This is an optimization exercise on Yosys and OpenROAD, whose aim is small area, not a production implementation.
Function not checked in this run: the RTL went through the layout flow alone.
No activity file was given, so power comes from the tool's default toggle rates.

[flow/run.sh]
#!/bin/bash
# synth_recipe.tcl (not shown) runs the flow's synth.tcl, then flattens the netlist and writes it again
# the make line also repeats each setting of config.mk as NAME=value (left out here)
make -C /OpenROAD-flow-scripts/flow DESIGN_CONFIG=/design/flow/config.mk WORK_HOME=/design/flow/orfs CLKGATE_MAP_FILE= SYNTH_SCRIPT=/design/flow/synth_recipe.tcl finish
[flow/config.mk]
export PLATFORM = sky130hd
export DESIGN_NAME = Connector
export DESIGN_NICKNAME = Connector
export VERILOG_FILES = /design/flow/design.v
export SDC_FILE = /design/flow/constraint.sdc
export NUM_CORES = 4
export LEC_CHECK = 0
export CAP_MARGIN = 20
export CORE_MARGIN = 2
export CORE_UTILIZATION = 40
export SLEW_MARGIN = 20
[flow/constraint.sdc]
create_clock -name core_clock -period 10.0 [get_ports {clk}]
set_input_delay 2.0000 -clock core_clock [delete_from_list [all_inputs] [get_ports {clk}]]
set_output_delay 2.0000 -clock core_clock [all_outputs]
set_load 0.01 [all_outputs]
[flow/design.v]
`timescale 1ns / 1ps
module VGA_sync(input wire clk, reset,
	output wire hsync,vsync, video_on,
	output wire[9:0] pixel_x,pixel_y,
	output wire [3:0] x,y
    );
	 localparam HD = 640; 
	 localparam HF = 48 ; 
    localparam HB = 16 ; 
	 localparam HR = 96 ; 
	 localparam VD = 480; 
	 localparam VF = 10; 
	 localparam VB = 33; 
	 localparam VR = 2;
	 reg mod2_reg;
	 wire mod2_next;
	 reg [9:0] h_count_reg,h_count_next,v_count_reg,v_count_next;
	 reg v_sync_reg,h_sync_reg;
	 wire v_sync_next,h_sync_next;
	 wire h_end,v_end,pixel_tick;
	 reg [2:0] rgb_reg;
	 always@(posedge clk)
		 if(reset)
		 begin
			mod2_reg<=1'b0;
			h_count_reg<=0;
			v_count_reg<=0;
			h_sync_reg<=1'b0;
			v_sync_reg<=1'b0;
		 end
		 else 
		 begin
			mod2_reg<=mod2_next;
			h_count_reg<=h_count_next;
			v_count_reg<=v_count_next;
			h_sync_reg<=h_sync_next;
			v_sync_reg<=v_sync_next;
		 end
	 assign mod2_next=~mod2_reg;
	 assign pixel_tick=mod2_reg;
	 assign h_end=(h_count_reg==(HD+HF+HB+HR-1));
	 assign v_end=(v_count_reg==(VD+VF+VB+VR-1));
	 always@*
	 if(pixel_tick)
		if(h_end)
			h_count_next=0;
		else 
			h_count_next=h_count_reg+1;
	 else
		h_count_next=h_count_reg;
	 always@*
	 if(pixel_tick && h_end)
		if(v_end)
			v_count_next=0;
		else 
			v_count_next=v_count_reg+1;
	 else
		v_count_next=v_count_reg;
	assign h_sync_next = (h_count_reg>=(HD+HB) && h_count_reg<=(HD+HB+HR-1));
	assign v_sync_next = (v_count_reg>=(VD+VB) && v_count_reg<=(VD+VB+VR-1));
	assign video_on = (h_count_reg<HD) && (v_count_reg<VD);
	assign hsync = ~h_sync_reg;
	assign vsync = ~v_sync_reg;
	assign pixel_x = h_count_reg;
	assign pixel_y = v_count_reg;
	assign x=(h_count_reg>=160)? (h_count_reg-160)/32-1 :0;	
	assign y=(v_count_reg>=80)? (v_count_reg-80)/32-1: 0;
endmodule
`timescale 1ns / 1ps
module game_controller#(parameter N=10)(
	input [7:0] in,
	input clk,reset,
	output [3:0] ball_x1_o, ball_y1_o,ball_x2_o,ball_y2_o,
	output [N-1:0] out1,out2,out3,out4,out5,out6,out7,out8,out9,out10,
	output key_en
    );
	 wire [N-1:0] maze [N-1:0];
	 reg [3:0] ball_x1;
	 reg [3:0] ball_y1;
	 reg [3:0] ball_x2;
	 reg [3:0] ball_y2;
	 reg [12:0] clk_count;
	 wire c_end;
	 wire led1,led2,led3,led4;
	 assign c_end=(clk_count==13'd6_750);
	 assign led1 = (ball_x1<4'd9) ? maze[ball_y1][ball_x1+4'b1]:1;
	 assign led2 =(ball_x1>4'd0)? maze[ball_y1][ball_x1-4'b1]:1;
	 assign led3 = (ball_y1<4'd9) ? maze[ball_y1+4'b1][ball_x1]:1;
	 assign led4 = (ball_y1>4'd0) ? maze[ball_y1-4'b1][ball_x1]:1;
	 wire right,left,down,up;
	 assign right = (ball_x2<4'd9) ? maze[ball_y2][ball_x2+4'b1]:1;
	 assign left =(ball_x2>4'd0)? maze[ball_y2][ball_x2-4'b1]:1;
	 assign down = (ball_y2<4'd9) ? maze[ball_y2+4'b1][ball_x2]:1;
	 assign up = (ball_y2>4'd0) ? maze[ball_y2-4'b1][ball_x2]:1;
	 assign out1=maze[0];
	 assign out2=maze[1];
	 assign out3=maze[2];
	 assign out4=maze[3];
	 assign out5=maze[4];
	 assign out6=maze[5];
	 assign out7=maze[6];
	 assign out8=maze[7];
	 assign out9=maze[8];
	 assign out10=maze[9];
	 always@(posedge clk)
	 begin
		if(reset)
			clk_count<=0;
		else
		begin
			clk_count<=clk_count+1;
			if(c_end)
			begin
				clk_count<=0;
			end
		end
	end 
	 assign ball_x1_o[3:0]=ball_x1[3:0];
	 assign ball_y1_o[3:0]=ball_y1[3:0];
	 assign ball_x2_o[3:0]=ball_x2[3:0];
	 assign ball_y2_o[3:0]=ball_y2[3:0];
	 assign maze[0]=10'b0010101010;
	 assign maze[1]=10'b0000100010;
	 assign maze[2]=10'b1110101010;
	 assign maze[3]=10'b1000101110;
	 assign maze[4]=10'b0011101000;
	 assign maze[5]=10'b0000000010;
	 assign maze[6]=10'b1111110010;
	 assign maze[7]=10'b0001000110;
	 assign maze[8]=10'b0101010010;
	 assign maze[9]=10'b0100010000;
	assign key_en=c_end;	
	 always@(posedge clk)
	 begin
		if(reset)
			begin
				ball_x1<=0;
				ball_y1<=0;
				ball_x2<=9;
				ball_y2<=9;
			end
		else  
			begin
			if(in==8'h72)begin
				if(!led3)
				begin
					ball_y1<=ball_y1+4'b0001;	 
				end
			end
			else if(in==8'h75)begin
					if(!led4) begin
						ball_y1<=ball_y1-4'b0001; 
					end
			end
			else if(in==8'h74)begin
					if(!led1) begin
						ball_x1<=ball_x1+4'b0001; 
					end
			end
			else if(in==8'h6B)begin
					if(!led2) begin
						ball_x1<=ball_x1-4'b0001;	 
					end
			end
			else if(in==8'h1B)begin
				if(!down)
				begin
					ball_y2<=ball_y2+4'b0001;	 
				end
			end
			else if(in==8'h1D)begin
					if(!up) begin
						ball_y2<=ball_y2-4'b0001; 
					end
			end
			else if(in==8'h23)begin
					if(!right) begin
						ball_x2<=ball_x2+4'b0001; 
					end
			end
			else if(in==8'h1C)begin
					if(!left) begin
						ball_x2<=ball_x2-4'b0001;	 
					end
			end
			else begin ball_x1<=ball_x1;
						  ball_y1<=ball_y1;
							ball_x2<=ball_x2;
						  ball_y2<=ball_y2;
			end
		end
	end
endmodule
`timescale 1ns / 1ps
module ps2_keyboard
	(
	input wire clk, reset,
    input wire ps2d, ps2c, rx_en,
    output wire [7:0] dout
   );
   localparam [1:0]
      idle = 2'b00,
      dps  = 2'b01,
      load = 2'b10;
   reg [1:0] state_reg, state_next;
   reg [7:0] filter_reg;
   wire [7:0] filter_next;
   reg f_ps2c_reg;
   wire f_ps2c_next;
   reg [3:0] n_reg, n_next;
   reg [10:0] b_reg, b_next;
   wire fall_edge;
	reg rx_done,rx_done_next;
   always @(posedge clk)
   if (reset)
      begin
         filter_reg <= 0;
         f_ps2c_reg <= 0;
      end
   else
      begin
         filter_reg <= filter_next;
         f_ps2c_reg <= f_ps2c_next;
      end
   assign filter_next = {ps2c, filter_reg[7:1]};
   assign f_ps2c_next = (filter_reg==8'b11111111) ? 1'b1 :
                        (filter_reg==8'b00000000) ? 1'b0 :
                         f_ps2c_reg;
   assign fall_edge = f_ps2c_reg & ~f_ps2c_next;
   always @(posedge clk)
      if (reset)
         begin
            state_reg <= idle;
            n_reg <= 0;
            b_reg <= 0;
         end
		else if(rx_done)
			begin
				b_reg <= 0;
			end
      else
         begin
            state_reg <= state_next;
            n_reg <= n_next;
            b_reg <= b_next;
         end
   always @(posedge clk)
      if (!reset && rx_done)
         rx_done_next <= 0;
   always @*
   begin
      state_next = state_reg;
      n_next = n_reg;
      b_next = b_reg;
      case (state_reg)
         idle:
            if (fall_edge)
               begin
                  b_next = {ps2d, b_reg[10:1]};
                  n_next = 4'b1001;
                  state_next = dps;
               end
         dps:  
            if (fall_edge)
               begin
                  b_next = {ps2d, b_reg[10:1]};
                  if (n_reg==0)
                     state_next = load;
                  else
                     n_next = n_reg - 1;
               end
         load: 
            begin
               state_next = idle;
            end
      endcase
   end
	reg [7:0] data;
	always@(posedge clk)
		if(rx_en)
		begin
			data<=b_reg[8:1];
			rx_done<=1'b1;
		end
		else
		begin
			data<=8'b00000000;
			rx_done<=rx_done_next;
		end
   assign dout = data;  
endmodule
`timescale 1ns / 1ps
module vga_RGB#(parameter N=10)(
	input clk,reset,
	input wire [9:0] pix_x,pix_y,
	input wire [3:0] pos_x,pos_y,
	input wire [3:0] b_x1, b_y1,b_x2,b_y2,
	input wire [N:0] row1,row2,row3,row4,row5,row6,row7,row8,row9,row10,
	output wire [3:0] RGB
    );
	 reg [3:0] rgb_reg;
	 wire R_WON,B_WON;
	 assign R_WON= ((b_x1==9) && (b_y1==9));
	 assign B_WON= ((b_x2==0) && (b_y2==0));
		always@(posedge clk)
		if(reset)
		begin
			rgb_reg<=0;
		end
		else
		begin
			if(pix_x>=192 && pix_x<=512 && pix_y>=80 && pix_y<=432)
			begin
				if(pos_x==0 && pos_y==0)
					if(pos_x==b_x2 && pos_y==b_y2)
						rgb_reg<=3'b100;
					else
						rgb_reg<=3'b001;
				else if(pos_x==9 && pos_y==9)
					if(pos_x==b_x1 && pos_y==b_y1)
						rgb_reg<=3'b001;
					else
						rgb_reg<=3'b100; 
				else if(R_WON)
						rgb_reg<=3'b001;
				else if(B_WON)
						rgb_reg<=3'b100;
				else begin
					case(pos_y)
						4'b0000:
							begin
							if( pos_y==b_y1 && pos_x==b_x1)
								rgb_reg<=3'b001;
							else if( pos_y==b_y2 && pos_x==b_x2)
								rgb_reg<=3'b100;
							else
							begin
								if(row1[pos_x]==0 )
									rgb_reg<=3'b101;
								else
									rgb_reg<=3'b011;
							end
							end
						4'b0001:
							begin
							if( pos_y==b_y1 && pos_x==b_x1)
								rgb_reg<=3'b001;
							else if( pos_y==b_y2 && pos_x==b_x2)
								rgb_reg<=3'b100;
							else
							begin
								if(row2[pos_x]==0 )
									rgb_reg<=3'b101;
								else
									rgb_reg<=3'b011;
							end
							end
						4'b0010:
							begin
							if( pos_y==b_y1 && pos_x==b_x1)
								rgb_reg<=3'b001;
							else if( pos_y==b_y2 && pos_x==b_x2)
								rgb_reg<=3'b100;
							else
							begin
								if(row3[pos_x]==0 )
									rgb_reg<=3'b101;
								else
									rgb_reg<=3'b011;
							end
							end
						4'b0011:
							begin
							if( pos_y==b_y1 && pos_x==b_x1)
								rgb_reg<=3'b001;
							else if( pos_y==b_y2 && pos_x==b_x2)
								rgb_reg<=3'b100;
							else
							begin
								if(row4[pos_x]==0 )
									rgb_reg<=3'b101;
								else
									rgb_reg<=3'b011;
							end
							end
						4'b0100:
							begin
							if( pos_y==b_y1 && pos_x==b_x1)
								rgb_reg<=3'b001;
							else if( pos_y==b_y2 && pos_x==b_x2)
								rgb_reg<=3'b100;
							else
							begin
								if(row5[pos_x]==0 )
									rgb_reg<=3'b101;
								else
									rgb_reg<=3'b011;
							end
							end
						4'b0101:
							begin
							if( pos_y==b_y1 && pos_x==b_x1)
								rgb_reg<=3'b001;
							else if( pos_y==b_y2 && pos_x==b_x2)
								rgb_reg<=3'b100;
							else
							begin
								if(row6[pos_x]==0 )
									rgb_reg<=3'b101;
								else
									rgb_reg<=3'b011;
							end
							end
						4'b0110:
							begin
							if( pos_y==b_y1 && pos_x==b_x1)
								rgb_reg<=3'b001;
							else if( pos_y==b_y2 && pos_x==b_x2)
								rgb_reg<=3'b100;
							else
							begin
								if(row7[pos_x]==0 )
									rgb_reg<=3'b101;
								else
									rgb_reg<=3'b011;
							end
							end
						4'b0111:
							begin
							if( pos_y==b_y1 && pos_x==b_x1)
								rgb_reg<=3'b001;
							else if( pos_y==b_y2 && pos_x==b_x2)
								rgb_reg<=3'b100;
							else
							begin
								if(row8[pos_x]==0 )
									rgb_reg<=3'b101;
								else
									rgb_reg<=3'b011;
							end
							end
						4'b1000:
							begin
							if( pos_y==b_y1 && pos_x==b_x1)
								rgb_reg<=3'b001;
							else if( pos_y==b_y2 && pos_x==b_x2)
								rgb_reg<=3'b100;
							else
							begin
								if(row9[pos_x]==0 )
									rgb_reg<=3'b101;
								else
									rgb_reg<=3'b011;
							end
							end
						4'b1001:
							begin
							if( pos_y==b_y1 && pos_x==b_x1)
								rgb_reg<=3'b001;
							else if( pos_y==b_y2 && pos_x==b_x2)
								rgb_reg<=3'b100;
							else
							begin
								if(row10[pos_x]==0 )
									rgb_reg<=3'b101;
								else
									rgb_reg<=3'b011;
							end
							end
						endcase
					end
			end
			else
				rgb_reg<=0;
		end
	assign RGB=rgb_reg;
endmodule
`timescale 1ns / 1ps
module Connector#(parameter N=10)(
	input clk,reset,
	input ps2d,ps2c,
	output HSYNC,VSYNC,
	output [3:0]RGB
);
	 wire [7:0] in;  
	 wire key_en;  
	 reg [3:0] rgb_reg; 
	 wire [9:0] pix_x,pix_y;
	 wire video_on;
	 wire [3:0] pos_x,pos_y;
	 wire [3:0] b_x1, b_y1,b_x2,b_y2;
	 wire [N-1:0] row1,row2,row3,row4,row5,row6,row7,row8,row9,row10;
	VGA_sync vgasync(.clk(clk),.reset(reset),.hsync(HSYNC),.vsync(VSYNC),
		.pixel_x(pix_x), .pixel_y(pix_y),.video_on(video_on),.x(pos_x),.y(pos_y));
	game_controller game(.clk(clk),.reset(reset),.in(in),.ball_x1_o(b_x1),.ball_y1_o(b_y1),
			.ball_x2_o(b_x2),.ball_y2_o(b_y2),
			.out1(row1),
			.out2(row2),
			.out3(row3),
			.out4(row4),
			.out5(row5),
			.out6(row6),
			.out7(row7),
			.out8(row8),
			.out9(row9),
			.out10(row10),
			.key_en(key_en)
			);
	ps2_keyboard ps2(.clk(clk),.reset(reset),.ps2d(ps2d),.ps2c(ps2c),.rx_en(key_en),
		.dout(in));
	vga_RGB vga_rgb(.clk(clk),.reset(reset),.pix_x(pix_x), .pix_y(pix_y), .pos_x(pos_x), .pos_y(pos_y), .b_x1(b_x1), .b_y1(b_y1), 
			.b_x2(b_x2), .b_y2(b_y2), 
			.row1(row1),
			.row2(row2),
			.row3(row3),
			.row4(row4),
			.row5(row5),
			.row6(row6),
			.row7(row7),
			.row8(row8),
			.row9(row9),
			.row10(row10),
			.RGB(RGB) );
endmodule
==> impl_results.md <==
* Crit-path max FO at 19
* CTS Buf Count at 9
* CP arrival at 4.42 ns
* WS Path Type: reg2reg
* Area Growth Syn to Fin at 5.445%
* CORE AREA at 18710 um2
* CTS tree: yes
* Top reg by flops: game.clk_count
* R2R Path Start: vgasync.h_count_reg[5]
* Cell Rows at 50
* Gr usage total at 0.1815
* Register area share after synthesis at 0.2342
* R2R Setup Slk at 5.82 ns
* Clock latency (worst-skew pair) at 0.34 ns
* Post-cts repair resize count at 0
* Post-synth cell types at 81
* Largest net degree at the start of global routing at 40
* Asr flop ratio synth at 0
* RePlAce Congestion at 0.8719
* Hold wc startpoint: ps2.b_reg[1]
* Final Hold Violating Endpoints at 0
* Antenna-violating nets left at 0
* Mapped Area at 7606 um2
* Max_slew headroom at 0.2820
* Initial Utilization at 0.4066
* H-tree Lvls at 3
* Synth top cells by count: nor2_1 (118), dfxtp_1 (89), nand2_1 (78), o21ai_0 (53)
* Routed Wire Length at 18350 um
* FF+latch count, synth at 89
* DR iter-0 viols at 665
* Clk slew on worst S/H paths at 0.07 ns
* Avg WL per Cell at 15.21 um
* Die Height at 141.9 um
* Slowest-stage cell, CP: dfxtp_1
* Final setup TNS at 0 ns
* PortBufs at 8
* Max VDD drop at 0.09214 mV
* CP top delay family: multiplexers
* Tcrit/Tclk final at 0.4182
* Grt ovf at 0
* Post-DP HPWL at 12890 um
* Power Density at 89.64 nW/um2
* Crit path time final at 4.182 ns
* Layout cells sized above 1 at 0.04835
* Most used cell, CP: mux2_4
* RSZ-0062 raised after global routing: no
* Cell Chain, Critical Path: inv_1, ha_1, mux2_4, mux2_4, a221oi_4, mux2i_1, o22ai_1, nor4b_1, nor4_1, nor2_1, a32o_1
* Die area at 20130 um2
* Required time worst endpoint at 10.23 ns
* Critical Path Source: vgasync.h_count_reg[5]
* Io pins at 10
* Share of the synthesized area in the top cell type at 0.2342
* Max-slew violations at 0
* Fillers at 1852
* Vias in the first global route at 6267
* Post-synth EDFFs at 0
* Most common cell in the synthesized netlist: nor2_1
* # DRC at 0
* Vias per cell at 5.830
* Dominant cell type by area after synthesis: dfxtp_1
* Number of max-cap violations at 0
* CP Capture Type: flop
* Synthesized instance count at 1014
* Ant. Diodes at 0
* Global-route wire length before repair at 30970 um
* Startpoint types: flop
* Crit-path max cell delay at 0.77 ns
* Die X at 141.9 um
* Root Buffer: clkbuf_16
* Clock sink count at 89
* Synthesized area per cell at 7.501 um2
* Setup violators final at 0
* Worst path bufs/invs at 1
* Synth Net Count at 1065
* Vias at 7031
* Synthesis Warnings at 14
* Post CTS Setup Buffer Count at 0
* Max FFs per register at 13
* CTS Hold Bufs at 0
* Length of the first detailed-routing pass in iterations at 6
* Status: timing/DRC/antenna clean
* Achievable Freq at 239.1 MHz
* Initial antenna violation count at 0
* Final net count at 1018
* Clk buf depth at 2
* Pleak at 2.989 nW
* Slew @ Worst Pin at 1.076 ns
* Clock skew at 0.008078 ns
* Final core occ at 0.4288
* Ranking of synthesized cells by area: dfxtp_1 (23%), ha_1 (7.7%), nor2_1 (5.8%), xnor2_1 (4.1%), xor2_1 (4.1%)
* Hold Path Class: reg2reg
* Synth Flop Type: dfxtp_1
worst paths after layout:
check / endpoint / cells after the start
setup / recovery: vga_rgb.rgb_reg[1] / 11
hold / removal: ps2.data[0] / 1
setup reg to reg: vga_rgb.rgb_reg[1] / 11
hold reg to reg: ps2.data[0] / 1
layout make-up:
class,instances,area (um2),area share
clock buffer,9,225.2,0.02808
clock inverter,7,61.31,0.007644
inverter,40,150.1,0.01872
multi-input combinational,815,5399,0.6732
sequential,89,1782,0.2222
tap,234,292.8,0.03651
timing repair buffer,12,110.1,0.01373
worst reg2reg max path: stages (launching register included):
cell and delay [ns]:
dfxtp_1 0.77, inv_1 0.20, ha_1 0.54, mux2_4 0.37, mux2_4 0.32, a221oi_4 0.53
mux2i_1 0.24, o22ai_1 0.09, nor4b_1 0.16, nor4_1 0.48, nor2_1 0.10, a32o_1 0.28
per-layer routing:
layer,part of all wire,track usage,wire (um),vias to the layer above
met1,0.49,0.2602,9014,3255
met4,0.017,0.05000,311,0
met5,0,0,0,-
met3,0.042,0.02059,763,26
met2,0.45,0.2887,8258,192
li1,-,-,-,3558
placed cells by master, fill, tap and decap left out, types with 5 or more instances in the layout:
master / Yosys / layout
a211oi_1: 7 / 7
a21oi_1: 52 / 52
a221oi_1: 5 / 5
a22o_1: 5 / 5
a31oi_1: 16 / 16
and2_1: 12 / 12
and3_1: 12 / 12
clkbuf_16: 0 / 9
clkdlybuf4s50_1: 0 / 8
dfxtp_1: 89 / 89
ha_1: 47 / 47
inv_1: 38 / 38
mux2i_1: 28 / 28
nand2_1: 78 / 78
nand2b_1: 11 / 11
nand3_1: 36 / 36
nand4_1: 20 / 20
nand4b_1: 5 / 5
nor2_1: 118 / 118
nor2b_1: 24 / 24
nor3_1: 31 / 31
nor3b_1: 10 / 10
nor4_1: 15 / 15
o211ai_1: 8 / 8
o21ai_0: 53 / 52
o22ai_1: 7 / 7
o31a_1: 10 / 10
o31ai_1: 12 / 12
o32ai_1: 5 / 5
or2_2: 8 / 8
or3_1: 13 / 13
or4_1: 5 / 5
xnor2_1: 36 / 36
xor2_1: 36 / 36
logic make-up after synthesis:
logic type      Yosys count  share of synthesized area
mux                      33                    0.04524
simple gates            420                     0.2821
xor+xnor                 74                    0.08883
buf+inv                 110                    0.05642
flops                    89                     0.2342
fa+ha+maj                47                    0.07731
other cells               1                  0.0004930
compound gates          240                     0.2153
power breakdown:
part           leakage [nW]  switching [mW]  internal, mW
Sequential            0.719         0.00417         0.358
Clock                 0.140           0.152         0.173
Combinational          2.13          0.0197        0.0120
Total                  2.99           0.175         0.543
per-stage QoR:
stage / hold slack, ns / instances / setup slack [ns] / area, um2 / power (mW)
floorplan: 0.4295 / 1014 / 6.563 / 7606 / 0.3941
detailed placement: 0.4432 / 1190 / 5.751 / 7734 / 0.4028
global placement: 0.4382 / 1190 / 5.771 / 7730 / 0.4015
global route: 0.4871 / 1206 / 5.484 / 8020 / 0.7522
CTS: 0.4624 / 1206 / 5.832 / 8020 / 0.7298
finish: 0.4610 / 1206 / 5.818 / 8020 / 0.7189

[re-timing with driven ports]
The flow's constraints put no driver on any port. The routed layout listed below was extracted and timed again, unchanged, in two steps.
Step 1 sets driving cells, clkbuf_16 on the clock port and buf_2 on the other inputs (assumed; they add their load-dependent delay and slew).
Step 2 adds t to the input delays and takes it off the output delays; t is the mean of the earliest and latest rising clock arrival at the registers after step 1. Input paths then give back, and output paths get back, about the clock's delay inside the block.
Three values: ideal, step 1, step 2; two values: the first two.
shift t [ns]: 0.378
slack for setup (ns): 5.818 / 5.818 / 5.772
latest minus earliest clock arrival (ns): 0.009 / 0.009
cell pins on the clock port's net: 1
After both steps setup and hold are still met in this run. The setup slack of this run moves by 0.000 ns with the drivers and by -0.046 ns with both steps.
